What follows belongs to an exercise in optimizing a design on an open flow for small area, a short achievable clock period and few clock cycles; a production flow would make more cautious choices. Only simulation tests tie the RTL to the original design; equivalence was not proved.

==> design.v <==
module EC_TOP(
    clk, rst_n, in_valid,
    in_Px, in_Py, in_Qx, in_Qy, in_prime, in_a,
    out_valid, out_Rx, out_Ry
);
input clk, rst_n, in_valid;
input [5:0] in_Px, in_Py, in_Qx, in_Qy, in_prime, in_a;
output reg out_valid;
output [5:0] out_Rx, out_Ry;
localparam CUT = 8;
function [5:0] modred;
    input [13:0] x;
    input [5:0]  p;
    input integer rows;
    reg [14:0] r;
    reg [7:0] t;
    integer k;
    begin
        r = {1'b0, x};
        for (k = 7; k >= 0; k = k - 1)
            if (k < rows) begin
                t = {1'b0, r[k +: 7]} - {2'b0, p};
                if (!t[7]) r[k +: 7] = t[6:0];
            end
        modred = r[5:0];
    end
endfunction
function [5:0] modsub;
    input [5:0] x, y, p;
    reg [6:0] d;
    begin
        d = {1'b0, x} - {1'b0, y};
        if (d[6]) d = d + {1'b0, p};
        modsub = d[5:0];
    end
endfunction
function [11:0] square;
    input [5:0] x;
    integer i, j;
    reg [11:0] acc;
    begin
        acc = 12'd0;
        for (i = 0; i < 6; i = i + 1) begin
            acc = acc + ({11'd0, x[i]} << (2 * i));
            for (j = i + 1; j < 6; j = j + 1)
                acc = acc + ({11'd0, x[i] & x[j]} << (i + j + 1));
        end
        square = acc;
    end
endfunction
function [5:0] bound;
    input [5:0] x;
    input integer m;
    integer b;
    begin
        for (b = 0; b < 6; b = b + 1)
            bound[b] = (m >= (1 << b)) ? x[b] : 1'b0;
    end
endfunction
function [5:0] halfsub;
    input [5:0] xa, xb, p;
    reg [6:0] d;
    reg [7:0] t;
    begin
        d = {1'b0, xa} - {1'b0, xb};
        t = {d[6], d} + (d[0] ? {2'b0, p} : d[6] ? {1'b0, p, 1'b0} : 8'd0);
        halfsub = t[6:1];
    end
endfunction
function integer umax;
    input integer i;
    umax = (i == 0) ? 60 : (i < 7) ? 30 : (i == 7) ? 15 : (i == 8) ? 7 : 3;
endfunction
function integer vmax;
    input integer i;
    vmax = (i < 6) ? 61 : (i == 6) ? 29 : (i == 7) ? 9 : (i == 8) ? 5 : 3;
endfunction
wire [5:0] p = in_prime;
wire [5:0] Px = in_Px, Py = in_Py, Qx = in_Qx, Qy = in_Qy, a = in_a;
wire dbl = (Px == Qx);
wire [6:0]  pmx  = {1'b0, p} - {1'b0, Px};
wire [5:0]  h    = (pmx[5:0] < Px) ? pmx[5:0] : Px;
wire [11:0] h2   = square(h);
wire [5:0]  px2m = modred({2'b0, h2}, p, 4);
wire [7:0]  n3   = {2'b0, px2m} + {1'b0, px2m, 1'b0} + {2'b0, a};
wire [5:0]  numd = modred({6'b0, n3}, p, 2);
wire [5:0]  numa = modsub(Qy, Py, p);
wire [6:0]  py2  = {Py, 1'b0};
wire [7:0]  pyd  = {1'b0, py2} - {2'b0, p};
wire [5:0]  dend = pyd[7] ? py2[5:0] : pyd[5:0];
wire [5:0]  dena = modsub(Qx, Px, p);
wire [5:0]  num  = dbl ? numd : numa;
wire [5:0]  den  = dbl ? dend : dena;
function [23:0] step;
    input integer i;
    input [23:0] st;
    input [5:0] p;
    reg [5:0] u, v, x1, x2, xa, xb;
    reg [6:0] du, dv;
    reg swap;
    begin
        u = bound(st[23:18], umax(i));
        v = bound(st[17:12], vmax(i));
        x1 = st[11:6];
        x2 = st[5:0];
        du = {1'b0, u} - {1'b0, v};
        dv = {1'b0, v} - {1'b0, u};
        swap = u[0] & du[6];
        xa = swap ? x2 : x1;
        xb = u[0] ? (swap ? x1 : x2) : 6'd0;
        if (swap) begin
            x2 = x1;
            v = u;
        end
        x1 = halfsub(xa, xb, p);
        u = !u[0] ? u >> 1 : swap ? dv[6:1] : du[6:1];
        step = {u, v, x1, x2};
    end
endfunction
reg [23:0] sta;
integer ia;
always @(*) begin
    sta = {den, p, num, 6'd0};
    for (ia = 0; ia < CUT; ia = ia + 1)
        sta = step(ia, sta, p);
end
reg [23:0] st_r;
reg [5:0] p_r, px_r, py_r;
reg [6:0] cx_r;
always @(posedge clk) begin
    st_r <= sta;
    p_r  <= p;
    px_r <= Px;
    py_r <= Py;
    cx_r <= {p, 1'b0} - {1'b0, Px} - {1'b0, Qx};
end
always @(posedge clk or negedge rst_n) begin
    if (!rst_n) out_valid <= 1'b0;
    else        out_valid <= in_valid;
end
reg [23:0] stb;
integer ib;
always @(*) begin
    stb = st_r;
    for (ib = CUT; ib < 10; ib = ib + 1)
        stb = step(ib, stb, p_r);
end
wire [5:0] s = stb[5:0];
wire [11:0] s2  = square(s);
wire [5:0]  Rx  = modred({2'b0, s2} + {7'b0, cx_r}, p_r, 6);
wire [5:0]  e   = modsub(px_r, Rx, p_r);
wire [11:0] se  = s * e;
wire [5:0]  Ry  = modred({2'b0, se} + {8'b0, p_r} - {8'b0, py_r}, p_r, 6);
assign out_Rx = out_valid ? Rx : 6'd0;
assign out_Ry = out_valid ? Ry : 6'd0;
endmodule
==> flow/run.sh <==
#!/bin/bash
# Own layout flow: the standard ORFS flow, with a different synthesis mapping:
#  - no full-adder cell extraction (adders stay plain gates for abc),
#  - abc with flow/abc.script: &deepsyn restructuring, then an area-oriented map with a delay target.
# Registers, their names and everything after synthesis are as in the standard flow.
set -euo pipefail
W=$(pwd)
mkdir -p "$W/mysynth"
python3 - "$FLOW_HOME/scripts/synth.tcl" "$W/mysynth/synth.tcl" "$W/flow/abc.script" <<'PY'
import sys
src, dst, abc = sys.argv[1:]
s = open(src).read()
old = "  log_cmd abc {*}$abc_args\n"
assert s.count(old) == 1
s = s.replace(old, "  set abc_args [lreplace $abc_args 1 1 %s]\n%s" % (abc, old))
open(dst, "w").write(s)
PY
bash standard.sh SYNTH_SCRIPT="$W/flow/my_synth.tcl" MY_SYNTH_TCL="$W/mysynth/synth.tcl" \
    ADDER_MAP_FILE= finish > "$W/flow_make.log" 2>&1
==> flow/abc.script <==
strash
ifraig
scorr
dc2
dretime
strash
&get -n
&deepsyn -T 120
&put
dch -f
map -D 30000 -B 0.9
strash
dch -f
map -D 30000 -B 0.9
topo
stime -c
buffer -c
upsize -c -D 30000
dnsize -c -D 30000
==> flow/my_synth.tcl <==
# The standard flow's synthesis wrapper (synth_recipe.tcl), sourcing a copy of ORFS's synth.tcl
# whose abc call uses flow/abc.script (see run.sh).
proc synth {args} { yosys synth -nofsm -noshare {*}$args }
source $::env(MY_SYNTH_TCL)
# left out here: clear keep_hierarchy, flatten, clean up, hide names made inside functions, write 1_2_yosys.v
==> standard.sh <==
#!/bin/bash
# synth_recipe.tcl (not shown) runs the flow's synth.tcl, then flattens the netlist and writes it again
# the make line also repeats each setting of config.mk as NAME=value (left out here)
make -C /OpenROAD-flow-scripts/flow DESIGN_CONFIG=/design/flow/config.mk WORK_HOME=/design/flow/orfs CLKGATE_MAP_FILE= SYNTH_SCRIPT=/design/flow/synth_recipe.tcl "${@:-finish}"
==> config.mk <==
export PLATFORM = sky130hd
export DESIGN_NAME = EC_TOP
export DESIGN_NICKNAME = EC_TOP
export VERILOG_FILES = /design/flow/design.v
export SDC_FILE = /design/flow/constraint.sdc
export NUM_CORES = 4
export LEC_CHECK = 0
export CAP_MARGIN = 20
export CORE_MARGIN = 2
export CORE_UTILIZATION = 55
export SLEW_MARGIN = 20
==> constraint.sdc <==
create_clock -name core_clock -period 160.0 [get_ports {clk}]
set_input_delay 32.0000 -clock core_clock [delete_from_list [all_inputs] [get_ports {clk}]]
set_output_delay 32.0000 -clock core_clock [all_outputs]
set_load 0.01 [all_outputs]
==> run notes, run 1 <==
I/O pin cnt -> 52
Crit path capture type -> flip-flop
Initial antenna violation count -> 0
Synth area leader -> nand2_1
Setup Fix Bufs, Post-CTS -> 0
Clock root cell -> clkbuf_16
Post-synth EDFFs -> 0
Routed vias/inst -> 5.453
RePlAce Congestion -> 0.9167
Global Route Usage Sum -> 31.80%
Slew Limit Fails -> 0
Core ar. -> 30,750 µm²
Fraction of registers with async set/reset -> 2.273%
Synth-to-layout area growth -> 6.177%
Post-synth top flop -> dfxtp_1
Vias in the first global route -> 19,360
Sequential area share after synthesis -> 5.139%
Ys Warns -> 1
Critical Path Max Stage Delay -> 0.77 ns
DR iter-0 viols -> 1,580
CP startpoint kind -> input port
Max Root-Sink Buffers -> 2
Post-synth top cells -> nand2_1, nand3_1, inv_1
Final setup vio count -> 0
RSZ-0062 raised after global routing -> false
Die area -> 32,770 µm²
Final nets -> 3,720
Max Cap Violations -> 0
Avg WL per Cell -> 13.12 µm
Final setup margin -> 101.56 ns
Netlist cell types -> 38
Layout cells sized above 1 -> 2.336%
Largest net degree at the start of global routing -> 39
Drt pass-1 iters -> 8
Count leader, synth -> nand2_1
Top-area cell type share of the netlist area -> 34.60%
N_diodes -> 0
CTS Buf Count -> 5
Final min period -> 58.44 ns
DRC -> 0
Mapped Cells -> 3,674
Setup CP Type -> input port to flip-flop
HP Class -> input port to asynchronous set/reset pin
Crit Path Max Fanout -> 29
Final WL -> 53.52 mm
Initial Util -> 56.05%
Die Width -> 181.0 µm
Slowest CP cell -> clkinv_1
Top post-synthesis cells by area -> nand2_1, nand3_1, inv_1
Post-route ant nets -> 0
Placed wire-length estimate -> 42.71 mm
CTS clk-pin slew, worst paths -> 0.08 ns
Post-synthesis register bit count -> 44
Crit path required time -> 160.19 ns
Vias after detailed routing -> 22,240
Status -> no timing/DRC/antenna violations
Fillers -> 3,333
CTS Sinks -> 44
Cell Area, Synth -> 17,240 µm²
Fin crit share -> 36.53%
Synthesized area per cell -> 4.691 µm²
Syn_nets -> 3,713
TritonCTS clock tree -> built
First-pass GRT wire length -> 88.27 mm
Pre-CTS WS -> 101.93 ns
Hold Buf Count CTS -> 0
Most used cell, CP -> nand2_1
Total negative slack -> 0 ns
IO buf count -> 51
Slew margin rel. -> 46.03%
Slew @ Worst Pin -> 0.8066 ns
CTS resizes -> 0
WP data arrival -> 58.63 ns
Die Ht -> 181.0 µm
FP Rows -> 64
H-tree Lvls -> 2
Max Freq -> 17.11 MHz
Total congestion overflow -> 0
Final Hold Violating Endpoints -> 0
-- cells in the final DEF, fill, tap and decap left out, types with 8 or more instances in the layout --
| cell | n |
|---|---|
| nand4_1 | 49 |
| buf_4 | 21 |
| nor3_1 | 10 |
| nand2_1 | 1589 |
| xor2_1 | 132 |
| or2_2 | 56 |
| nand3b_1 | 35 |
| o211ai_1 | 13 |
| clkdlybuf4s50_1 | 51 |
| xnor2_1 | 58 |
| nand3_1 | 585 |
| dfxtp_1 | 43 |
| a22o_1 | 8 |
| o21ai_0 | 187 |
| inv_1 | 477 |
| nor2_1 | 222 |
| o22ai_1 | 13 |
| a21oi_1 | 64 |
| clkinv_1 | 8 |
-- worst max-delay path: cells and delay by family --
family | cells | cell delay, ns
AND/OR/NAND/NOR | 192 | 22.00
buffers and inverters | 9 | 2.05
AO/OA/AOI/OAI | 7 | 1.87
XOR/XNOR | 3 | 0.68
-- routing by layer --
| layer | GRT usage [%] | part of all wire, % | vias to the layer above |
|---|---|---|---|
| met5 | 0 | 0 | - |
| met4 | 10.41 | 3.1 | 0 |
| met3 | 2.237 | 5.8 | 120 |
| met2 | 57.62 | 47 | 656 |
| met1 | 39.89 | 44 | 9756 |
| li1 | - | - | 11710 |
-- state kept, by name, indices dropped and copies added, names as in the netlist --
name,count
py_r,6
p_r,6
cx_r,7
px_r,6
st_r,18
out_valid,1
-- worst paths after layout --
path	start	end	slack [ns]	cells past startpoint
setup / recovery	in_prime[3]	st_r[11]	101.56	211
hold / removal	rst_n	out_valid	31.82	1
max in group asynchronous	rst_n	out_valid	128.08	1
min in group core_clock	in_valid	out_valid	32.12	1
-- final cells by class --
class                      instances  area, µm²  share of cell area [%]
inverter                         485       1821                   9.947
clock buffer                       5      125.1                  0.6837
sequential                        44      885.9                   4.840
multi-input combinational       3073      14260                   77.92
clock inverter                     3      46.29                  0.2530
tap                              396      495.5                   2.707
timing repair buffer              72      668.1                   3.651
-- kinds of logic after synthesis --
kind of cell / synth area share (%)
and+or+nand+nor: 62.27
buffers and inverters: 12.13
xor gates and xnor gates: 9.785
DFF: 5.139
AOI/OAI and AO/OA: 10.68
-- through the flow --
step | hold slack, ns | utilization (%) | cell area (µm²) | cells
global route | 31.81 | 59.52 | 18300 | 4078
finish | 31.82 | 59.52 | 18300 | 4078
global placement | 32.15 | 58.96 | 18130 | 4070
CTS | 31.81 | 59.52 | 18300 | 4078
detailed placement | 32.15 | 58.96 | 18130 | 4070
floorplan | 31.70 | - | 17240 | 3674
Testbench counts, summed over its fixed seeds: cycles 1,608.
==> run 2: changes to the inputs <==
==> flow/abc.script (replaced) <==
strash
ifraig
scorr
dc2
dretime
strash
&get -n
&deepsyn -T 120
&put
dch -f
map -D 40000 -B 0.9
strash
dch -f
map -D 40000 -B 0.9
topo
stime -c
buffer -c
upsize -c -D 40000
dnsize -c -D 40000
==> run 2 against run 1 <==
Effect of this change: still clean on timing, DRC and antenna; first-iteration DRC count shrank 11%; design area decreased by 1.4%; via count shrank 1.6%; count of clock-buffer cells in the layout unchanged; global-route usage is 0.66 points lower; largest cell class unchanged; highest routed layer is now met5.
==> run notes, run 2 <==
RSZ-0062 raised after global routing -> false (unchanged)
Post-synthesis register bit count -> 44 (unchanged)
First-pass GRT wire length -> 86.44 mm (was 88.27 mm)
DP Cell Count -> 3,988 (was 4,070)
CTS Sinks -> 44 (unchanged)
CP startpoint kind -> input port (unchanged)
CTS Buf Count -> 5 (unchanged)
Final Hold Violating Endpoints -> 0 (unchanged)
Most frequent cells in the layout -> nand2_1, nand3_1, inv_1 (unchanged)
Most used cell, CP -> nand2_1 (unchanged)
Layout cells sized above 1 -> 2.000% (was 2.336%)
Initial Util -> 55.83% (was 56.05%)
Initial antenna violation count -> 1 (was 0)
Post-route ant nets -> 0 (unchanged)
Slew margin rel. -> 39.20% (was 46.03%)
Core ar. -> 30,510 µm² (was 30,750 µm²)
Routed vias/inst -> 5.478 (was 5.453)
Max Root-Sink Buffers -> 2 (unchanged)
Drt pass-1 iters -> 6 (was 8)
Fraction of registers with async set/reset -> 2.273% (unchanged)
Clock root cell -> clkbuf_16 (unchanged)
TritonCTS clock tree -> built (unchanged)
Synth-to-layout area growth -> 5.928% (was 6.177%)
RePlAce Congestion -> 0.9459 (was 0.9167)
Largest registers -> st_r x18, cx_r x7 (unchanged)
Setup Fix Bufs, Post-CTS -> 0 (unchanged)
Hold Buf Count CTS -> 0 (unchanged)
Global Route Usage Sum -> 31.14% (was 31.80%)
Post-Layout Cell Count -> 3,996 (was 4,078)
HP Class -> input port to asynchronous set/reset pin (unchanged)
DR iter-0 viols -> 1,408 (was 1,580)
Slew Limit Fails -> 0 (unchanged)
DRC -> 0 (unchanged)
Reg with most FFs -> st_r (unchanged)
Vias in the first global route -> 19,100 (was 19,360)
Critical path depth -> 211 (unchanged)
Synthesized area per cell -> 4.737 µm² (was 4.691 µm²)
IO buf count -> 51 (unchanged)
Post-synth top cells -> nand2_1, nand3_1, inv_1 (unchanged)
N_diodes -> 0 (unchanged)
Fillers -> 3,276 (was 3,333)
Placed wire-length estimate -> 41.56 mm (was 42.71 mm)
Final min period -> 58.04 ns (was 58.44 ns)
Final setup vio count -> 0 (unchanged)
Worst path bufs/invs -> 6 (was 9)
Slowest CP cell -> o21ai_0 (was clkinv_1)
H-tree Lvls -> 2 (unchanged)
Max Freq -> 17.23 MHz (was 17.11 MHz)
Final WL -> 52.00 mm (was 53.52 mm)
Core Util, Final -> 59.14% (was 59.52%)
Crit-path leading delay family -> simple AND/OR/NAND/NOR gates (unchanged)
Setup CP Type -> input port to flip-flop (unchanged)
Crit path capture type -> flip-flop (unchanged)
Slew @ Worst Pin -> 0.9086 ns (was 0.8066 ns)
Sequential area share after synthesis -> 5.201% (was 5.139%)
Crit path required time -> 160.20 ns (was 160.19 ns)
Post-synth EDFFs -> 0 (unchanged)
Commonest non-fill, non-tap cell in the layout -> nand2_1 (unchanged)
Total negative slack -> 0 ns (unchanged)
Cell Area, Synth -> 17,030 µm² (was 17,240 µm²)
Avg WL per Cell -> 13.01 µm (was 13.12 µm)
Top-area cell type share of the netlist area -> 33.65% (was 34.60%)
Worst-case hold slack -> 31.83 ns (was 31.82 ns)
Die Ht -> 180.0 µm (was 181.0 µm)
Status -> no timing/DRC/antenna violations (unchanged)
Syn_nets -> 3,635 (was 3,713)
Die Width -> 180.0 µm (was 181.0 µm)
Pre-CTS WS -> 102.18 ns (was 101.93 ns)
Netlist cell types -> 38 (unchanged)
Largest register FFs -> 18 (unchanged)
Count leader, synth -> nand2_1 (unchanged)
Final nets -> 3,638 (was 3,720)
Placed cell area -> 17,900 µm² (was 18,130 µm²)
Top post-synthesis cells by area -> nand2_1, nand3_1, inv_1 (unchanged)
Total congestion overflow -> 0 (unchanged)
Largest net degree at the start of global routing -> 39 (unchanged)
Mapped Cells -> 3,596 (was 3,674)
Post-synth top flop -> dfxtp_1 (unchanged)
Vias after detailed routing -> 21,890 (was 22,240)
WP data arrival -> 58.24 ns (was 58.63 ns)
Crit Path Max Fanout -> 28 (was 29)
Die area -> 32,390 µm² (was 32,770 µm²)
Final setup margin -> 101.97 ns (was 101.56 ns)
Fin crit share -> 36.27% (was 36.53%)
Finished Cell Area -> 18,040 µm² (was 18,300 µm²)
Synth area leader -> nand2_1 (unchanged)
Max Cap Violations -> 0 (unchanged)
Ys Warns -> 1 (unchanged)
CTS resizes -> 0 (unchanged)
FP Rows -> 64 (unchanged)
CTS clk-pin slew, worst paths -> 0.06 ns (was 0.08 ns)
Critical Path Max Stage Delay -> 0.51 ns (was 0.77 ns)
I/O pin cnt -> 52 (unchanged)
## run 2: cell count changes in the layout (fill, tap and decap cells not counted), moves of 6 or more
cell      previous run  this run
nand2_1           1589      1527
nand3_1            585       541
nand3b_1            35        48
o22ai_1             13        26
or2_2               56        43
o21ai_0            187       199
nor2_1             222       211
xnor2_1             58        69
o211ai_1            13        19
## run 2: worst max path at each step
| stage | end | slack (ns) | from |
|---|---|---|---|
| 2_1_floorplan | st_r[11] | 107.33 | in_prime[0] |
| 3_3_place_gp | st_r[11] | 103.06 | in_prime[1] |
| 3_5_place_dp | st_r[11] | 102.18 | in_prime[1] |
| 4_1_cts | st_r[11] | 102.37 | in_prime[1] |
| 5_1_grt | st_r[11] | 98.05 | in_prime[1] |
| 6_report | st_r[11] | 101.97 | in_prime[1] |
## run 2: logic make-up after synthesis
| logic type | synth area share (%) |
|---|---|
| buffers and inverters | 12.25 |
| flip-flops | 5.201 |
| AO/OA/AOI/OAI | 11.94 |
| XOR/XNOR | 10.52 |
| AND/OR/NAND/NOR | 60.09 |
## run 2: layer usage
| layer | vias to the layer above | GRT usage, % | share of wire (%) |
|---|---|---|---|
| met2 | 584 | 56.09 | 48 |
| met4 | 2 | 9.854 | 2.8 |
| met5 | - | 0 | 0.025 |
| met3 | 108 | 2.107 | 5.4 |
| met1 | 9718 | 39.38 | 44 |
| li1 | 11480 | - | - |
## run 2: final cells by class
class,instances,area [µm²],area share (%)
multi-input combinational,2996,14060,77.93
tap,396,495.5,2.746
clock buffer,5,125.1,0.6934
sequential,44,885.9,4.909
inverter,482,1809,10.03
timing repair buffer,70,648.1,3.592
clock inverter,3,18.77,0.1040
==> run 3: changes to the inputs <==
--- a/design.v
+++ b/design.v
@@ -146,8 +146,10 @@
         stb = step(ib, stb, p_r);
 end
 wire [5:0] s = stb[5:0];
-wire [11:0] s2  = square(s);
-wire [5:0]  Rx  = modred({2'b0, s2} + {7'b0, cx_r}, p_r, 6);
+wire [6:0]  pms = {1'b0, p_r} - {1'b0, s};
+wire [5:0]  g   = (pms[5:0] < s) ? pms[5:0] : s;
+wire [11:0] s2  = square(g);
+wire [5:0]  Rx  = modred({2'b0, s2} + {7'b0, cx_r}, p_r, 5);
 wire [5:0]  e   = modsub(px_r, Rx, p_r);
 wire [11:0] se  = s * e;
 wire [5:0]  Ry  = modred({2'b0, se} + {8'b0, p_r} - {8'b0, py_r}, p_r, 6);
==> flow/abc.script (replaced) <==
strash
ifraig
scorr
dc2
dretime
strash
&get -n
&deepsyn -T 120
&put
dch -f
map -D 30000 -B 0.9
strash
dch -f
map -D 30000 -B 0.9
topo
stime -c
buffer -c
upsize -c -D 30000
dnsize -c -D 30000
==> run 3 against run 2 <==
Effect of this change: still clean on timing, DRC and antenna; routed wire length up 2.0%; sequential share of layout area fell by 0.062 points; count of clock-buffer cells in the layout rose by 2; critical path type unchanged.
==> run notes, run 3 <==
Status -> no timing/DRC/antenna violations (unchanged)
CP startpoint kind -> input port (unchanged)
DR iter-0 viols -> 1,559 (was 1,408)
Max Freq -> 17.24 MHz (was 17.23 MHz)
First-pass GRT wire length -> 88.55 mm (was 86.44 mm)
Synth area leader -> nand2_1 (unchanged)
Fraction of registers with async set/reset -> 2.273% (unchanged)
Top layer in use -> met4 (was met5)
Global Route Usage Sum -> 31.68% (was 31.14%)
Largest net degree at the start of global routing -> 41 (was 39)
IO buf count -> 51 (unchanged)
Slew margin rel. -> 34.03% (was 39.20%)
Post-route ant nets -> 0 (unchanged)
Die area -> 32,690 µm² (was 32,390 µm²)
Cell Area, Synth -> 17,200 µm² (was 17,030 µm²)
Post-synth top cells -> nand2_1, nand3_1, inv_1 (unchanged)
Sequential area share after synthesis -> 5.152% (was 5.201%)
Slowest CP cell -> clkinv_1 (was o21ai_0)
Fin crit share -> 36.25% (was 36.27%)
Register Area -> 885.9 µm² (unchanged)
Max Cap Violations -> 0 (unchanged)
CP Capture Point -> st_r[11] (unchanged)
Initial Util -> 56.07% (was 55.83%)
Final Hold Violating Endpoints -> 0 (unchanged)
Vias in the first global route -> 19,470 (was 19,100)
Met2 WL -> 25.18 mm (was 24.71 mm)
Die Ht -> 180.8 µm (was 180.0 µm)
Placed wire-length estimate -> 42.09 mm (was 41.56 mm)
Routed vias/inst -> 5.452 (was 5.478)
Netlist cell types -> 43 (was 38)
Reg with most FFs -> st_r (unchanged)
Largest register FFs -> 18 (unchanged)
Initial antenna violation count -> 0 (was 1)
Avg WL per Cell -> 13.09 µm (was 13.01 µm)
Final setup vio count -> 0 (unchanged)
Hold Buf Count CTS -> 0 (unchanged)
Vias after detailed routing -> 22,090 (was 21,890)
Most used cell, CP -> nand2_1 (unchanged)
Largest registers -> st_r x18, cx_r x7 (unchanged)
Crit path required time -> 160.20 ns (about the same)
N_diodes -> 0 (unchanged)
Clock root cell -> clkbuf_16 (unchanged)
Layout cells sized above 1 -> 2.216% (was 2.000%)
Ys Warns -> 1 (unchanged)
Post-synth EDFFs -> 0 (unchanged)
Setup Fix Bufs, Post-CTS -> 0 (unchanged)
Total congestion overflow -> 0 (unchanged)
Setup CP Type -> input port to flip-flop (unchanged)
H-tree Lvls -> 2 (unchanged)
Fillers -> 3,278 (was 3,276)
DRC -> 0 (unchanged)
Crit Path Max Fanout -> 27 (was 28)
HP Class -> input port to asynchronous set/reset pin (unchanged)
CTS clk-pin slew, worst paths -> 0.07 ns (was 0.06 ns)
RSZ-0062 raised after global routing -> false (unchanged)
WP data arrival -> 58.20 ns (was 58.24 ns)
Final WL -> 53.06 mm (was 52.00 mm)
FP Rows -> 64 (unchanged)
Final nets -> 3,694 (was 3,638)
Post-synthesis register bit count -> 44 (unchanged)
Core ar. -> 30,670 µm² (was 30,510 µm²)
Post-synth top flop -> dfxtp_1 (unchanged)
Synthesized area per cell -> 4.719 µm² (was 4.737 µm²)
CTS Buf Count -> 5 (unchanged)
Slew Limit Fails -> 0 (unchanged)
M1 WL -> 23.06 mm (was 23.00 mm)
TritonCTS clock tree -> built (unchanged)
Crit path capture type -> flip-flop (unchanged)
Multi-input gate area in the final layout -> 14,190 µm² (was 14,060 µm²)
Final min period -> 58.00 ns (was 58.04 ns)
Slew @ Worst Pin -> 0.9862 ns (was 0.9086 ns)
Drt pass-1 iters -> 6 (unchanged)
I/O pin cnt -> 52 (unchanged)
Mapped Cells -> 3,644 (was 3,596)
Synth-to-layout area growth -> 6.279% (was 5.928%)
RePlAce Congestion -> 0.9906 (was 0.9459)
Max Root-Sink Buffers -> 2 (unchanged)
Top post-synthesis cells by area -> nand2_1, nand3_1, inv_1 (unchanged)
Commonest non-fill, non-tap cell in the layout -> nand2_1 (unchanged)
Critical Path Max Stage Delay -> 0.54 ns (was 0.51 ns)
Syn_nets -> 3,683 (was 3,635)
Critical path origin -> in_prime[1] (unchanged)
Most frequent cells in the layout -> nand2_1, nand3_1, inv_1 (unchanged)
Total negative slack -> 0 ns (unchanged)
Count leader, synth -> nand2_1 (unchanged)
CTS resizes -> 0 (unchanged)
Die Width -> 180.8 µm (was 180.0 µm)
Top-area cell type share of the netlist area -> 34.86% (was 33.65%)
Routed wl met3 -> 3.282 mm (was 2.814 mm)
CTS Sinks -> 44 (unchanged)
[run 3: cell count changes in the layout (fill, tap and decap cells not counted), moves of 5 or more]
cell      before   now
nor2_1       211   194
o21a_1         4    10
xnor2_1       69    59
nand2_1     1527  1597
nand3b_1      48    41
o21ai_0      199   165
a22o_1        11     6
nand3_1      541   548
inv_1        474   492
buf_4         19    24
xor2_1       133   144
[run 3: kinds of logic after synthesis]
group                    Yosys count  synth area share, %
buffers and inverters            569                12.42
XOR/XNOR                         204                10.47
AND/OR/NAND/NOR                 2494                60.85
flip-flops                        44                5.152
multiplexers                       1              0.05821
adder cells (fa/ha/maj)            1              0.05821
AO/OA/AOI/OAI                    331                10.99
[run 3: metrics by stage]
step,std cells,area (µm²),util (%),setup slack [ns],hold slack (ns)
after floorplan,3644,17200,-,107.37,31.70
after global placement,4044,18120,59.07,102.87,32.15
after detailed placement,4044,18120,59.07,102.08,32.15
after CTS,4052,18270,59.56,102.31,31.82
after global routing,4052,18280,59.59,97.74,31.83
final,4052,18280,59.59,102.00,31.82
[run 3: how the worst min path moves through the flow]
stage / startpoint / endpoint / slack [ns] / cells past startpoint
after floorplan: rst_n / out_valid / 31.70 / 0
after global placement: rst_n / out_valid / 32.15 / 1
after detailed placement: rst_n / out_valid / 32.15 / 1
after CTS: rst_n / out_valid / 31.82 / 1
after global routing: rst_n / out_valid / 31.83 / 1
final: rst_n / out_valid / 31.82 / 1
[run 3: routing by layer]
layer	up-vias	track usage, %
met5	-	0
met4	0	10.55
met3	109	2.379
met2	617	57.32
met1	9758	39.46
li1	11610	-
[run 3: cell type report]
cell class | instances | area share (%)
tap | 396 | 2.711
inverter | 498 | 10.23
timing repair buffer | 75 | 3.752
multi-input combinational | 3031 | 77.64
sequential | 44 | 4.847
clock inverter | 1 | 0.04108
clock buffer | 7 | 0.7805
[run 3: worst max-delay path, delay by kind of cell]
family                    cells  cell delay [ns]
buffers and inverters         8             1.64
AOI/OAI and AO/OA             6             1.44
and+or+nand+nor             200            22.33
xor gates and xnor gates      3             0.72
Testbench counts of run 3, summed over its fixed seeds: cycles 1,608.
==> run 4: changes to the inputs <==
--- a/flow/run.sh
+++ b/flow/run.sh
@@ -2,7 +2,9 @@
 # Own layout flow: the standard ORFS flow, with a different synthesis mapping:
 #  - no full-adder cell extraction (adders stay plain gates for abc),
 #  - abc with flow/abc.script: &deepsyn restructuring, then an area-oriented map with a delay target.
-# Registers, their names and everything after synthesis are as in the standard flow.
+#  - every input and output port still gets a buffer, but a sky130_fd_sc_hd__buf_2
+#    instead of the delay buffer buffer_ports picks by default.
+# Registers, their names and everything else are as in the standard flow.
 set -euo pipefail
 W=$(pwd)
 mkdir -p "$W/mysynth"
@@ -16,4 +18,4 @@
 open(dst, "w").write(s)
 PY
 bash standard.sh SYNTH_SCRIPT="$W/flow/my_synth.tcl" MY_SYNTH_TCL="$W/mysynth/synth.tcl" \
-    ADDER_MAP_FILE= finish > "$W/flow_make.log" 2>&1
+    ADDER_MAP_FILE= BUFFER_PORTS_ARGS="-buffer_cell sky130_fd_sc_hd__buf_2" finish > "$W/flow_make.log" 2>&1
==> flow/abc.script (replaced) <==
strash
ifraig
scorr
dc2
dretime
strash
&get -n
&deepsyn -T 120
&put
dch -f
map -D 40000 -B 0.9
strash
dch -f
map -D 40000 -B 0.9
topo
stime -c
buffer -c
upsize -c -D 40000
dnsize -c -D 40000
==> run 4 against run 3 <==
Effect of this change: still clean on timing, DRC and antenna; maximum frequency about the same; worst setup slack improved by 0.016 ns; final cell count decreased by 1.2%; routed wire length decreased by 2.6%; area after synthesis decreased by 1.3%; first-iteration DRC count increased by 5.5%; critical endpoint unchanged.
==> run notes, run 4 <==
Slew margin rel. -> 37.31% (was 34.03%)
Ys Warns -> 1 (unchanged)
Post-synth top cells -> nand2_1, nand3_1, inv_1 (unchanged)
CTS Buf Count -> 5 (unchanged)
Vias after detailed routing -> 21,670 (was 22,090)
Top-area cell type share of the netlist area -> 34.51% (was 34.86%)
Initial Util -> 55.62% (was 56.07%)
Total negative slack -> 0 ns (unchanged)
I/O pin cnt -> 52 (unchanged)
Final setup margin -> 102.02 ns (was 102.00 ns)
Die Width -> 179.7 µm (was 180.8 µm)
Sequential area share after synthesis -> 5.220% (was 5.152%)
Final Hold Violating Endpoints -> 0 (unchanged)
Fillers -> 3,307 (was 3,278)
First-pass GRT wire length -> 86.21 mm (was 88.55 mm)
Clock root cell -> clkbuf_16 (unchanged)
Max Freq -> 17.25 MHz (was 17.24 MHz)
Multi-input gate area in the final layout -> 13,990 µm² (was 14,190 µm²)
DR iter-0 viols -> 1,644 (was 1,559)
RSZ-0062 raised after global routing -> false (unchanged)
Register Area -> 885.9 µm² (unchanged)
Crit path required time -> 160.20 ns (about the same)
Synth-to-layout area growth -> 5.006% (was 6.279%)
Status -> no timing/DRC/antenna violations (unchanged)
Vias in the first global route -> 19,160 (was 19,470)
Fraction of registers with async set/reset -> 2.273% (unchanged)
Crit path capture type -> flip-flop (unchanged)
Final min period -> 57.98 ns (was 58.00 ns)
Hold Buf Count CTS -> 0 (unchanged)
Top post-synthesis cells by area -> nand2_1, nand3_1, inv_1 (unchanged)
Largest net degree at the start of global routing -> 37 (was 41)
HP Class -> input port to asynchronous set/reset pin (unchanged)
TritonCTS clock tree -> built (unchanged)
Most frequent cells in the layout -> nand2_1, nand3_1, inv_1 (unchanged)
Initial antenna violation count -> 1 (was 0)
CP startpoint kind -> input port (unchanged)
Post-synth top flop -> dfxtp_1 (unchanged)
Synth area leader -> nand2_1 (unchanged)
Max Root-Sink Buffers -> 2 (unchanged)
Post-synthesis register bit count -> 44 (unchanged)
Slew Limit Fails -> 0 (unchanged)
Largest registers -> st_r x18, cx_r x7 (unchanged)
Netlist cell types -> 42 (was 43)
Die area -> 32,270 µm² (was 32,690 µm²)
Avg WL per Cell -> 12.91 µm (was 13.09 µm)
Crit Path Max Fanout -> 29 (was 27)
Setup Fix Bufs, Post-CTS -> 0 (unchanged)
RePlAce Congestion -> 0.9424 (was 0.9906)
Count leader, synth -> nand2_1 (unchanged)
CTS resizes -> 0 (unchanged)
Layout cells sized above 1 -> 3.661% (was 2.216%)
Core ar. -> 30,510 µm² (was 30,670 µm²)
Placed wire-length estimate -> 41.13 mm (was 42.09 mm)
DRC -> 0 (unchanged)
Setup CP Type -> input port to flip-flop (unchanged)
Max Cap Violations -> 0 (unchanged)
Largest register FFs -> 18 (unchanged)
Post-synth EDFFs -> 0 (unchanged)
Syn_nets -> 3,627 (was 3,683)
Synthesized area per cell -> 4.729 µm² (was 4.719 µm²)
Cell Area, Synth -> 16,970 µm² (was 17,200 µm²)
Most used cell, CP -> nand2_1 (unchanged)
Die Ht -> 179.7 µm (was 180.8 µm)
CTS clk-pin slew, worst paths -> 0.07 ns (about the same)
Critical Path Max Stage Delay -> 0.60 ns (was 0.54 ns)
Mapped Cells -> 3,588 (was 3,644)
CTS Sinks -> 44 (unchanged)
Reg with most FFs -> st_r (unchanged)
Drt pass-1 iters -> 6 (unchanged)
Slew @ Worst Pin -> 0.9323 ns (was 0.9862 ns)
Critical path origin -> in_prime[1] (unchanged)
Slowest CP cell -> buf_2 (was clkinv_1)
Pre-CTS WS -> 102.12 ns (was 102.08 ns)
IO buf count -> 51 (unchanged)
WP data arrival -> 58.18 ns (was 58.20 ns)
Final setup vio count -> 0 (unchanged)
Commonest non-fill, non-tap cell in the layout -> nand2_1 (unchanged)
H-tree Lvls -> 2 (unchanged)
Fin crit share -> 36.24% (was 36.25%)
FP Rows -> 64 (unchanged)
Final nets -> 3,644 (was 3,694)
Final WL -> 51.68 mm (was 53.06 mm)
Global Route Usage Sum -> 31.01% (was 31.68%)
Routed vias/inst -> 5.414 (was 5.452)
Post-route ant nets -> 0 (unchanged)
Total congestion overflow -> 0 (unchanged)
## run 4: changes by cell type after synthesis, sizes merged, moves of 4 or more
cell    before   now
a21oi       60    66
clkbuf      64    57
inv        493   485
nand2     1597  1560
nand3      548   500
nand4       48    43
nor2       196   211
o211ai      18    14
o21ai      170   182
o22ai       27    32
xnor2       59    65
## run 4: logic make-up after synthesis
group,synth area share (%)
compound gates,11.78
xor+xnor,10.77
fa+ha+maj,0.05899
buf+inv,12.37
flops,5.220
simple gates,59.81
## run 4: worst paths after layout
path | cells after the start | endpoint
max in group asynchronous | 1 | out_valid
setup / recovery | 219 | st_r[11]
hold / removal | 1 | out_valid
min in group core_clock | 1 | out_valid
## run 4: worst max-delay path, delay by kind of cell
| kind | cells | cell delay (ns) |
|---|---|---|
| xor+xnor | 5 | 1.30 |
| compound gates | 6 | 1.49 |
| buf+inv | 10 | 1.73 |
| simple gates | 198 | 21.58 |
## run 4: per-stage QoR
step / instances / utilization, % / area [µm²] / hold WS (ns)
2_1_floorplan: 3588 / - / 16970 / 31.70
3_3_place_gp: 3994 / 57.90 / 17670 / 31.77
3_5_place_dp: 3994 / 57.90 / 17670 / 31.78
4_1_cts: 4002 / 58.39 / 17820 / 31.44
5_1_grt: 4002 / 58.39 / 17820 / 31.44
6_report: 4003 / 58.40 / 17820 / 31.45
## run 4: routing by layer
metal / GRT usage, % / vias to the layer above / wire [µm]
met2: 53.99 / 603 / 23710
met4: 9.366 / 0 / 1226
met1: 40.29 / 9565 / 23190
met5: 0 / - / 0
met3: 3.100 / 90 / 3551
li1: - / 11410 / -
## run 4: layout make-up
cell class / count / share of cell area, %
Inverter: 493 / 10.39
Clock buffer: 7 / 0.8005
Multi-Input combinational cell: 2985 / 78.52
Clock inverter: 1 / 0.04213
Antenna cell: 1 / 0.01404
Sequential cell: 44 / 4.972
Timing Repair Buffer: 76 / 2.486
Tap cell: 396 / 2.781
==> run 5: changes to the inputs <==
==> flow/abc.script (replaced) <==
strash
ifraig
scorr
dc2
dretime
strash
&get -n
&deepsyn -T 120
&put
dch -f
map -D 47000 -B 0.9
strash
dch -f
map -D 47000 -B 0.9
topo
stime -c
buffer -c
upsize -c -D 47000
dnsize -c -D 47000
==> run 5 against run 4 <==
Effect of this change: critical path depth is 19 higher; global-route usage is 0.56 points lower; largest cell class unchanged; count of clock-buffer cells in the layout is 2 lower; still clean; first-iteration DRC count is 27% lower; critical path type unchanged; via count is 8.6% lower; non-clock buffer count is 3 lower.
==> run notes, run 5 <==
Largest register FFs -> 18 (unchanged)
IO buf count -> 51 (unchanged)
H-tree Lvls -> 2 (unchanged)
Ys Warns -> 1 (unchanged)
Crit path required time -> 160.20 ns (about the same)
Slowest CP cell -> clkinv_1 (was buf_2)
Synth-to-layout area growth -> 5.186% (was 5.006%)
Total negative slack -> 0 ns (unchanged)
Most used cell, CP -> nand2_1 (unchanged)
Initial antenna violation count -> 0 (was 1)
DRC -> 0 (unchanged)
Crit path capture type -> flip-flop (unchanged)
Placed wire-length estimate -> 38.48 mm (was 41.13 mm)
Routed vias/inst -> 5.391 (was 5.414)
Clock root cell -> clkbuf_16 (unchanged)
CP Capture Point -> st_r[11] (unchanged)
Multi-input gate area in the final layout -> 13,440 µm² (was 13,990 µm²)
WP data arrival -> 61.94 ns (was 58.18 ns)
Cell Area, Synth -> 16,170 µm² (was 16,970 µm²)
Synth area leader -> nand2_1 (unchanged)
Total congestion overflow -> 0 (unchanged)
Final setup margin -> 98.26 ns (was 102.02 ns)
Avg WL per Cell -> 13.04 µm (was 12.91 µm)
Status -> no timing/DRC/antenna violations (unchanged)
Die Ht -> 175.4 µm (was 179.7 µm)
Fin crit share -> 38.59% (was 36.24%)
RSZ-0062 raised after global routing -> false (unchanged)
Final Hold Violating Endpoints -> 0 (unchanged)
Sequential area share after synthesis -> 5.479% (was 5.220%)
Synthesized area per cell -> 4.936 µm² (was 4.729 µm²)
Setup Fix Bufs, Post-CTS -> 0 (unchanged)
Slew @ Worst Pin -> 0.9828 ns (was 0.9323 ns)
Post-synth EDFFs -> 0 (unchanged)
Final WL -> 47.95 mm (was 51.68 mm)
Register Area -> 885.9 µm² (unchanged)
Die Width -> 175.4 µm (was 179.7 µm)
Netlist cell types -> 42 (unchanged)
Slew margin rel. -> 34.26% (was 37.31%)
Reg with most FFs -> st_r (unchanged)
Final min period -> 61.74 ns (was 57.98 ns)
Core ar. -> 28,860 µm² (was 30,510 µm²)
Mapped Cells -> 3,275 (was 3,588)
Final setup vio count -> 0 (unchanged)
Largest registers -> st_r x18, cx_r x7 (unchanged)
Global Route Usage Sum -> 30.45% (was 31.01%)
Top-area cell type share of the netlist area -> 29.65% (was 34.51%)
Syn_nets -> 3,314 (was 3,627)
Drt pass-1 iters -> 6 (unchanged)
Fillers -> 3,094 (was 3,307)
Hold Buf Count CTS -> 0 (unchanged)
Max Root-Sink Buffers -> 2 (unchanged)
Fraction of registers with async set/reset -> 2.273% (unchanged)
N_diodes -> 0 (was 1)
Critical path origin -> in_prime[0] (was in_prime[1])
Commonest non-fill, non-tap cell in the layout -> nand2_1 (unchanged)
Count leader, synth -> nand2_1 (unchanged)
Slew Limit Fails -> 0 (unchanged)
TritonCTS clock tree -> built (unchanged)
Most frequent cells in the layout -> nand2_1, inv_1, nand3_1 (was nand2_1, nand3_1, inv_1)
CTS Buf Count -> 5 (unchanged)
CTS clk-pin slew, worst paths -> 0.07 ns (about the same)
Die area -> 30,780 µm² (was 32,270 µm²)
Top post-synthesis cells by area -> nand2_1, xor2_1, inv_1 (was nand2_1, nand3_1, inv_1)
Vias in the first global route -> 17,490 (was 19,160)
FP Rows -> 62 (was 64)
Max Freq -> 16.20 MHz (was 17.25 MHz)
Placed cell area -> 16,830 µm² (was 17,670 µm²)
I/O pin cnt -> 52 (unchanged)
CTS resizes -> 0 (unchanged)
CP startpoint kind -> input port (unchanged)
Final nets -> 3,330 (was 3,644)
Largest net degree at the start of global routing -> 29 (was 37)
Max Cap Violations -> 0 (unchanged)
RePlAce Congestion -> 0.9620 (was 0.9424)
Pre-CTS WS -> 98.40 ns (was 102.12 ns)
HP Class -> input port to asynchronous set/reset pin (unchanged)
DR iter-0 viols -> 1,203 (was 1,644)
CTS Sinks -> 44 (unchanged)
Post-synth top flop -> dfxtp_1 (unchanged)
Post-synth top cells -> nand2_1, inv_1, nand3_1 (was nand2_1, nand3_1, inv_1)
Vias after detailed routing -> 19,820 (was 21,670)
Initial Util -> 56.02% (was 55.62%)
First-pass GRT wire length -> 78.80 mm (was 86.21 mm)
Critical Path Max Stage Delay -> 0.76 ns (was 0.60 ns)
Post-synthesis register bit count -> 44 (unchanged)
Post-route ant nets -> 0 (unchanged)
Finished Cell Area -> 17,010 µm² (was 17,820 µm²)
Crit Path Max Fanout -> 28 (was 29)
Setup CP Type -> input port to flip-flop (unchanged)
Layout cells sized above 1 -> 4.860% (was 3.661%)
## run 5: changes by cell type in the layout (fill, tap and decap cells not counted), sizes merged, moves of 4 or more
| cell | before | now |
|---|---|---|
| a21o | 9 | 16 |
| a21oi | 66 | 92 |
| inv | 485 | 425 |
| maj3 | 1 | 5 |
| nand2 | 1560 | 1277 |
| nand3 | 500 | 311 |
| nand3b | 43 | 50 |
| nand4 | 43 | 32 |
| nor2 | 211 | 247 |
| o211ai | 14 | 20 |
| o21ai | 182 | 226 |
| or2 | 45 | 76 |
| xnor2 | 65 | 92 |
| xor2 | 141 | 184 |
## run 5: cells by family (layout without fill, tap and decap cells)
group | Yosys count | count (layout) | share of synthesized area [%]
buffers and inverters | 493 | 510 | 11.45
DFF | 44 | 44 | 5.479
xor gates and xnor gates | 277 | 277 | 15.09
adders and majority gates | 5 | 5 | 0.3096
AOI/OAI and AO/OA | 442 | 442 | 15.44
and+or+nand+nor | 2014 | 2014 | 52.23
## run 5: final cells by class
| cell class | instances | share of cell area (%) |
|---|---|---|
| repair buffers | 73 | 2.472 |
| inverters | 429 | 9.469 |
| well taps | 384 | 2.825 |
| multi-input cells | 2738 | 79.02 |
| clock buffers | 5 | 0.7358 |
| clock inverters | 3 | 0.2722 |
| flip-flops and latches | 44 | 5.209 |
## run 5: worst max-delay path, delay by kind of cell
family / cells / cell delay, ns
xor gates and xnor gates: 8 / 2.02
adders and majority gates: 1 / 0.34
AOI/OAI and AO/OA: 28 / 4.97
buffers and inverters: 14 / 2.16
and+or+nand+nor: 187 / 20.34
## run 5: worst min-delay path by stage
| stage | startpoint | to | cells past startpoint |
|---|---|---|---|
| floorplan | rst_n | out_valid | 0 |
| global placement | rst_n | out_valid | 1 |
| detailed placement | rst_n | out_valid | 1 |
| CTS | rst_n | out_valid | 1 |
| global route | rst_n | out_valid | 1 |
| finish | rst_n | out_valid | 1 |
## run 5: metal layers
metal / part of all wire, % / global-route usage (%) / vias to the layer above
met3: 5.3 / 1.667 / 104
met5: 0 / 0 / -
met2: 47 / 54.81 / 524
met1: 44 / 37.90 / 8765
li1: - / - / 10430
met4: 3.3 / 12.16 / 0
## run 5: metrics by stage
stage               util [%]  hold slack (ns)  std cells
finish                 58.93            31.46       3676
global route           58.93            31.45       3676
CTS                    58.90            31.45       3675
detailed placement     58.31            31.78       3667
global placement       58.31            31.77       3667
floorplan                  -            31.70       3275
==> run 6: changes to the inputs <==
--- a/design.v
+++ b/design.v
@@ -146,10 +146,8 @@
         stb = step(ib, stb, p_r);
 end
 wire [5:0] s = stb[5:0];
-wire [6:0]  pms = {1'b0, p_r} - {1'b0, s};
-wire [5:0]  g   = (pms[5:0] < s) ? pms[5:0] : s;
-wire [11:0] s2  = square(g);
-wire [5:0]  Rx  = modred({2'b0, s2} + {7'b0, cx_r}, p_r, 5);
+wire [11:0] s2  = square(s);
+wire [5:0]  Rx  = modred({2'b0, s2} + {7'b0, cx_r}, p_r, 6);
 wire [5:0]  e   = modsub(px_r, Rx, p_r);
 wire [11:0] se  = s * e;
 wire [5:0]  Ry  = modred({2'b0, se} + {8'b0, p_r} - {8'b0, py_r}, p_r, 6);
==> flow/abc.script (replaced) <==
strash
ifraig
scorr
dc2
dretime
strash
&get -n
&deepsyn -T 120
&put
dch -f
map -D 40000 -B 0.9
strash
dch -f
map -D 40000 -B 0.9
topo
stime -c
buffer -c
upsize -c -D 40000
dnsize -c -D 40000
==> run 6 against run 5 <==
Effect of this change: still clean; synthesized cell count is 9.8% higher; utilization is 0.61 points lower; count of clock-buffer cells in the layout is 2 higher; die area is 5.2% higher; area after synthesis is 5.4% higher; maximum frequency is 6.0% higher; non-clock buffer count is 5 lower; via count is 11% higher.
==> run notes, run 6 <==
Crit Path Max Fanout -> 38 (was 28)
Post-synthesis register bit count -> 44 (unchanged)
Core Util, Final -> 58.32% (was 58.93%)
CP startpoint kind -> input port (unchanged)
Syn_nets -> 3,635 (was 3,314)
Hold Buf Count CTS -> 0 (unchanged)
CTS Sinks -> 44 (unchanged)
Clock root cell -> clkbuf_16 (unchanged)
Final setup vio count -> 0 (unchanged)
Final Hold Violating Endpoints -> 0 (unchanged)
Crit path capture type -> flip-flop (unchanged)
Slew margin rel. -> 37.15% (was 34.26%)
Synth-to-layout area growth -> 4.452% (was 5.186%)
Vias in the first global route -> 19,290 (was 17,490)
WP data arrival -> 58.43 ns (was 61.94 ns)
Total congestion overflow -> 0 (unchanged)
Final setup margin -> 101.76 ns (was 98.26 ns)
Die Ht -> 180.0 µm (was 175.4 µm)
Layout cells sized above 1 -> 3.307% (was 4.860%)
Top-area cell type share of the netlist area -> 33.65% (was 29.65%)
M1 WL -> 22.93 mm (was 21.17 mm)
Cell Area, Synth -> 17,030 µm² (was 16,170 µm²)
Total negative slack -> 0 ns (unchanged)
Slew @ Worst Pin -> 0.9393 ns (was 0.9828 ns)
Avg WL per Cell -> 13.08 µm (was 13.04 µm)
Setup Fix Bufs, Post-CTS -> 0 (unchanged)
Top layer in use -> met4 (unchanged)
DRC -> 0 (unchanged)
Drt pass-1 iters -> 8 (was 6)
Reg with most FFs -> st_r (unchanged)
Routed wl met3 -> 3.173 mm (was 2.561 mm)
Core ar. -> 30,510 µm² (was 28,860 µm²)
Worst path bufs/invs -> 6 (was 14)
CTS Buf Count -> 5 (unchanged)
Final min period -> 58.24 ns (was 61.74 ns)
Critical Path Max Stage Delay -> 0.75 ns (was 0.76 ns)
Fin crit share -> 36.40% (was 38.59%)
First-pass GRT wire length -> 87.07 mm (was 78.80 mm)
Count leader, synth -> nand2_1 (unchanged)
RePlAce Congestion -> 0.9390 (was 0.9620)
Slew Limit Fails -> 0 (unchanged)
Post-route ant nets -> 0 (unchanged)
RSZ-0062 raised after global routing -> false (unchanged)
Final WL -> 52.29 mm (was 47.95 mm)
Ys Warns -> 1 (unchanged)
Slowest CP cell -> clkinv_1 (unchanged)
Initial antenna violation count -> 3 (was 0)
FP Rows -> 64 (was 62)
Pre-CTS WS -> 102.02 ns (was 98.40 ns)
Netlist cell types -> 38 (was 42)
Vias after detailed routing -> 21,930 (was 19,820)
Post-synth top flop -> dfxtp_1 (unchanged)
IO buf count -> 51 (unchanged)
Max Cap Violations -> 0 (unchanged)
Largest register FFs -> 18 (unchanged)
H-tree Lvls -> 2 (unchanged)
TritonCTS clock tree -> built (unchanged)
Setup CP Type -> input port to flip-flop (unchanged)
Mapped Cells -> 3,596 (was 3,275)
Commonest non-fill, non-tap cell in the layout -> nand2_1 (unchanged)
Fraction of registers with async set/reset -> 2.273% (unchanged)
Most used cell, CP -> nand2_1 (unchanged)
CTS resizes -> 0 (unchanged)
Post-synth top cells -> nand2_1, nand3_1, inv_1 (was nand2_1, inv_1, nand3_1)
Largest net degree at the start of global routing -> 39 (was 29)
Placed cell area -> 17,630 µm² (was 16,830 µm²)
Placed wire-length estimate -> 41.62 mm (was 38.48 mm)
Top post-synthesis cells by area -> nand2_1, nand3_1, inv_1 (was nand2_1, xor2_1, inv_1)
Met2 WL -> 24.77 mm (was 22.62 mm)
Synthesized area per cell -> 4.737 µm² (was 4.936 µm²)
Die Width -> 180.0 µm (was 175.4 µm)
Max Root-Sink Buffers -> 2 (unchanged)
Final nets -> 3,636 (was 3,330)
Post-synth EDFFs -> 0 (unchanged)
Max Freq -> 17.17 MHz (was 16.20 MHz)
Sequential area share after synthesis -> 5.201% (was 5.479%)
DR iter-0 viols -> 1,431 (was 1,203)
Global Route Usage Sum -> 31.25% (was 30.45%)
Crit path required time -> 160.19 ns (was 160.20 ns)
Synth area leader -> nand2_1 (unchanged)
Status -> no timing/DRC/antenna violations (unchanged)
Finished Cell Area -> 17,790 µm² (was 17,010 µm²)
HP Class -> input port to asynchronous set/reset pin (unchanged)
CTS clk-pin slew, worst paths -> 0.06 ns (was 0.07 ns)
Initial Util -> 55.83% (was 56.02%)
Crit-path leading delay family -> simple AND/OR/NAND/NOR gates (unchanged)
I/O pin cnt -> 52 (unchanged)
Routed vias/inst -> 5.486 (was 5.391)
Most frequent cells in the layout -> nand2_1, nand3_1, inv_1 (was nand2_1, inv_1, nand3_1)
Die area -> 32,390 µm² (was 30,780 µm²)
Largest registers -> st_r x18, cx_r x7 (unchanged)
## run 6: cell count changes after synthesis, moves of 33 or more
cell / previous run / this run
nor2_1: 247 / 211
or2_2: 76 / 43
xor2_1: 184 / 133
inv_1: 424 / 474
nand3_1: 311 / 541
nand2_1: 1277 / 1527
## run 6: logic make-up (layout without fill, tap and decap cells)
| group | Yosys count | in the layout | share of synthesized area (%) |
|---|---|---|---|
| XOR/XNOR | 203 | 203 | 10.52 |
| buffers and inverters | 556 | 558 | 12.25 |
| other | 0 | 3 | 0 |
| flip-flops | 44 | 44 | 5.201 |
| AND/OR/NAND/NOR | 2432 | 2432 | 60.09 |
| AO/OA/AOI/OAI | 361 | 361 | 11.94 |
## run 6: per-stage QoR
stage	hold WS, ns	instances
2_1_floorplan	31.70	3596
3_3_place_gp	31.77	3986
3_5_place_dp	31.78	3986
4_1_cts	31.46	3994
5_1_grt	31.46	3994
6_report	31.47	3997
## run 6: area by class of cell
class | instances | area, µm²
well taps | 396 | 495.5
fillers | 3280 | 12720
clock inverters | 1 | 7.507
diodes | 3 | 7.507
multi-input cells | 2996 | 14060
repair buffers | 68 | 382.9
clock buffers | 7 | 142.6
inverters | 482 | 1809
flip-flops and latches | 44 | 885.9
## run 6: path summary, 6_finish.rpt
path / from / endpoint / slack [ns] / cells past startpoint
worst max-delay path: in_prime[0] / st_r[11] / 101.76 / 207
worst min-delay path: rst_n / out_valid / 31.47 / 1
max in group asynchronous: rst_n / out_valid / 128.45 / 1
min in group core_clock: in_valid / out_valid / 31.81 / 1
## run 6: routing by layer
layer / GRT usage (%) / up-vias
li1: - / 11480
met1: 39.22 / 9686
met2: 56.51 / 661
met3: 2.330 / 99
met4: 9.854 / 0
met5: 0 / -
Testbench counts of run 6, summed over its fixed seeds: cycles 1,608.
==> run 7: changes to the inputs <==
--- a/flow/run.sh
+++ b/flow/run.sh
@@ -2,7 +2,7 @@
 # Own layout flow: the standard ORFS flow, with a different synthesis mapping:
 #  - no full-adder cell extraction (adders stay plain gates for abc),
 #  - abc with flow/abc.script: &deepsyn restructuring, then an area-oriented map with a delay target.
-#  - every input and output port still gets a buffer, but a sky130_fd_sc_hd__buf_2
+#  - every input and output port still gets a buffer, but a sky130_fd_sc_hd__buf_1
 #    instead of the delay buffer buffer_ports picks by default.
 # Registers, their names and everything else are as in the standard flow.
 set -euo pipefail
@@ -18,4 +18,4 @@
 open(dst, "w").write(s)
 PY
 bash standard.sh SYNTH_SCRIPT="$W/flow/my_synth.tcl" MY_SYNTH_TCL="$W/mysynth/synth.tcl" \
-    ADDER_MAP_FILE= BUFFER_PORTS_ARGS="-buffer_cell sky130_fd_sc_hd__buf_2" finish > "$W/flow_make.log" 2>&1
+    ADDER_MAP_FILE= BUFFER_PORTS_ARGS="-buffer_cell sky130_fd_sc_hd__buf_1" finish > "$W/flow_make.log" 2>&1
==> run 7 against run 6 <==
Effect of this change: still clean on timing, DRC and antenna; via count is 0.73% lower; critical endpoint unchanged; global-route usage is 0.075 points lower; design area is 0.25% lower; utilization down 0.14 points; area after synthesis is the same; routed wire length fell by 0.50%; final cell count grew 0.10%.
==> run notes, run 7 <==
Post-synthesis register bit count -> 44 (unchanged)
Largest net degree at the start of global routing -> 39 (unchanged)
Register Area -> 885.9 µm² (unchanged)
RePlAce Congestion -> 0.9382 (was 0.9390)
Most frequent cells in the layout -> nand2_1, nand3_1, inv_1 (unchanged)
Crit path capture type -> flip-flop (unchanged)
Post-synth top flop -> dfxtp_1 (unchanged)
Count leader, synth -> nand2_1 (unchanged)
CTS clk-pin slew, worst paths -> 0.06 ns (about the same)
IO buf count -> 51 (unchanged)
Netlist cell types -> 38 (unchanged)
Top post-synthesis cells by area -> nand2_1, nand3_1, inv_1 (unchanged)
Max Cap Violations -> 0 (unchanged)
Layout cells sized above 1 -> 2.027% (was 3.307%)
M1 WL -> 22.99 mm (was 22.93 mm)
Slowest CP cell -> clkinv_1 (unchanged)
Syn_nets -> 3,635 (unchanged)
Max Root-Sink Buffers -> 2 (unchanged)
Vias in the first global route -> 19,160 (was 19,290)
CP startpoint kind -> input port (unchanged)
Mapped Cells -> 3,596 (unchanged)
Fin crit share -> 36.41% (was 36.40%)
Die area -> 32,390 µm² (unchanged)
Slew Limit Fails -> 0 (unchanged)
Most used cell, CP -> nand2_1 (unchanged)
Cell Area, Synth -> 17,030 µm² (unchanged)
Synth area leader -> nand2_1 (unchanged)
DR iter-0 viols -> 1,368 (was 1,431)
Final Hold Violating Endpoints -> 0 (unchanged)
Total congestion overflow -> 0 (unchanged)
Final nets -> 3,639 (was 3,636)
Top-area cell type share of the netlist area -> 33.65% (unchanged)
CTS Buf Count -> 5 (unchanged)
WP data arrival -> 58.46 ns (was 58.43 ns)
DRC -> 0 (unchanged)
RSZ-0062 raised after global routing -> false (unchanged)
Total negative slack -> 0 ns (unchanged)
Initial Util -> 55.83% (unchanged)
Setup Fix Bufs, Post-CTS -> 0 (unchanged)
H-tree Lvls -> 2 (unchanged)
Final min period -> 58.26 ns (was 58.24 ns)
Fraction of registers with async set/reset -> 2.273% (unchanged)
First-pass GRT wire length -> 86.37 mm (was 87.07 mm)
Final WL -> 52.03 mm (was 52.29 mm)
Core ar. -> 30,510 µm² (unchanged)
Die Width -> 180.0 µm (unchanged)
Status -> no timing/DRC/antenna violations (unchanged)
Critical Path Max Stage Delay -> 0.80 ns (was 0.75 ns)
Clock root cell -> clkbuf_16 (unchanged)
Final setup vio count -> 0 (unchanged)
Routed vias/inst -> 5.441 (was 5.486)
Post-route ant nets -> 0 (unchanged)
Synth-to-layout area growth -> 4.194% (was 4.452%)
Multi-input gate area in the final layout -> 14,060 µm² (unchanged)
Slew margin rel. -> 37.05% (was 37.15%)
Die Ht -> 180.0 µm (unchanged)
Met2 WL -> 24.27 mm (was 24.77 mm)
HP Class -> input port to asynchronous set/reset pin (unchanged)
Largest register FFs -> 18 (unchanged)
Sequential area share after synthesis -> 5.201% (unchanged)
Hold Buf Count CTS -> 0 (unchanged)
Routed wl met3 -> 2.773 mm (was 3.173 mm)
Worst-case hold slack -> 31.45 ns (was 31.47 ns)
Initial antenna violation count -> 7 (was 3)
CTS resizes -> 0 (unchanged)
I/O pin cnt -> 52 (unchanged)
FP Rows -> 64 (unchanged)
Largest registers -> st_r x18, cx_r x7 (unchanged)
Commonest non-fill, non-tap cell in the layout -> nand2_1 (unchanged)
Crit path required time -> 160.20 ns (was 160.19 ns)
Drt pass-1 iters -> 6 (was 8)
Slew @ Worst Pin -> 0.9408 ns (was 0.9393 ns)
Top layer in use -> met5 (was met4)
Post-synth EDFFs -> 0 (unchanged)
Crit Path Max Fanout -> 38 (unchanged)
Placed wire-length estimate -> 41.32 mm (was 41.62 mm)
Setup CP Type -> input port to flip-flop (unchanged)
Ys Warns -> 1 (unchanged)
CTS Sinks -> 44 (unchanged)
Reg with most FFs -> st_r (unchanged)
Post-synth top cells -> nand2_1, nand3_1, inv_1 (unchanged)
Synthesized area per cell -> 4.737 µm² (unchanged)
Max Freq -> 17.16 MHz (was 17.17 MHz)
Global Route Usage Sum -> 31.17% (was 31.25%)
Fillers -> 3,318 (was 3,280)
Vias after detailed routing -> 21,770 (was 21,930)
Avg WL per Cell -> 13.00 µm (was 13.08 µm)
TritonCTS clock tree -> built (unchanged)
==> run 7: cell type report <==
type	count	share of cell area, %
Timing Repair Buffer	71	1.932
Sequential cell	44	4.991
Multi-Input combinational cell	2996	79.22
Inverter	482	10.19
Antenna cell	4	0.05640
Tap cell	396	2.792
Clock inverter	3	0.1057
Clock buffer	5	0.7050
==> run 7: stage by stage <==
stage	cells	setup WS, ns	cell area [µm²]	util, %
2_1_floorplan	3596	107.33	17030	-
3_3_place_gp	3989	102.86	17590	57.67
3_5_place_dp	3989	101.87	17590	57.67
4_1_cts	3997	102.09	17740	58.14
5_1_grt	3997	97.59	17740	58.14
6_report	4001	101.74	17750	58.17
==> run 7: final timing paths <==
path | from | endpoint | slack (ns)
min in group core_clock | in_valid | out_valid | 31.80
worst max-delay path | in_prime[0] | st_r[11] | 101.74
max in group asynchronous | rst_n | out_valid | 128.46
worst min-delay path | rst_n | out_valid | 31.45
==> run 7: cell families (layout without fill, tap and decap cells) <==
family | after synthesis | after routing | share of synthesized area (%)
flops | 44 | 44 | 5.201
buf+inv | 556 | 561 | 12.25
compound gates | 361 | 361 | 11.94
simple gates | 2432 | 2432 | 60.09
other cells | 0 | 4 | 0
xor+xnor | 203 | 203 | 10.52
==> run 7: metal layers <==
metal	track usage (%)	vias to the layer above
li1	-	11480
met2	55.28	536
met5	0	-
met3	3.181	138
met4	12.49	6
met1	38.47	9605
==> run 7: worst max-delay path: cells and delay by family <==
family | cells | cell delay (ns)
AND/OR/NAND/NOR | 189 | 20.51
buffers and inverters | 5 | 1.65
AO/OA/AOI/OAI | 9 | 2.26
XOR/XNOR | 8 | 1.98

[afterwards: timing with drivers on the ports]
No port has a modelled driver above. Below, the same layouts with a new extraction and two added sets of constraints. Step 1 assumes that a clkbuf_16 drives the clock port and a buf_2 every other input. Step 2 moves the port delays by t, midway between the first and last clock arrival at a register: inputs arrive t later, outputs are due t later. That takes back most of the time a late clock gives input paths. Three values: ideal, step 1, step 2; two values: the first two.
| run | shift t [ns] | setup WS [ns] | clock arrival spread, ns | worst slew at a driven data input, ns |
|---|---|---|---|---|
| run 1 | 0.346 | 101.557 / 101.575 / 101.229 | 0.017 / 0.016 | 0.03 |
| run 2 | 0.348 | 101.965 / 101.985 / 101.636 | 0.009 / 0.009 | 0.03 |
| run 3 | 0.347 | 102.000 / 102.022 / 101.675 | 0.010 / 0.011 | 0.04 |
| run 4 | 0.346 | 102.016 / 102.037 / 101.691 | 0.012 / 0.012 | 0.08 |
| run 5 | 0.347 | 98.261 / 98.286 / 97.939 | 0.009 / 0.010 | 0.04 |
| run 6 | 0.333 | 101.756 / 101.780 / 101.448 | 0.005 / 0.005 | 0.07 |
| run 7 | 0.340 | 101.737 / 101.758 / 101.418 | 0.013 / 0.014 | 0.08 |
After both steps every run listed still meets setup and hold. The setup slack of run 2, which loses most, moves by +0.020 ns with the drivers and by -0.329 ns with both steps.
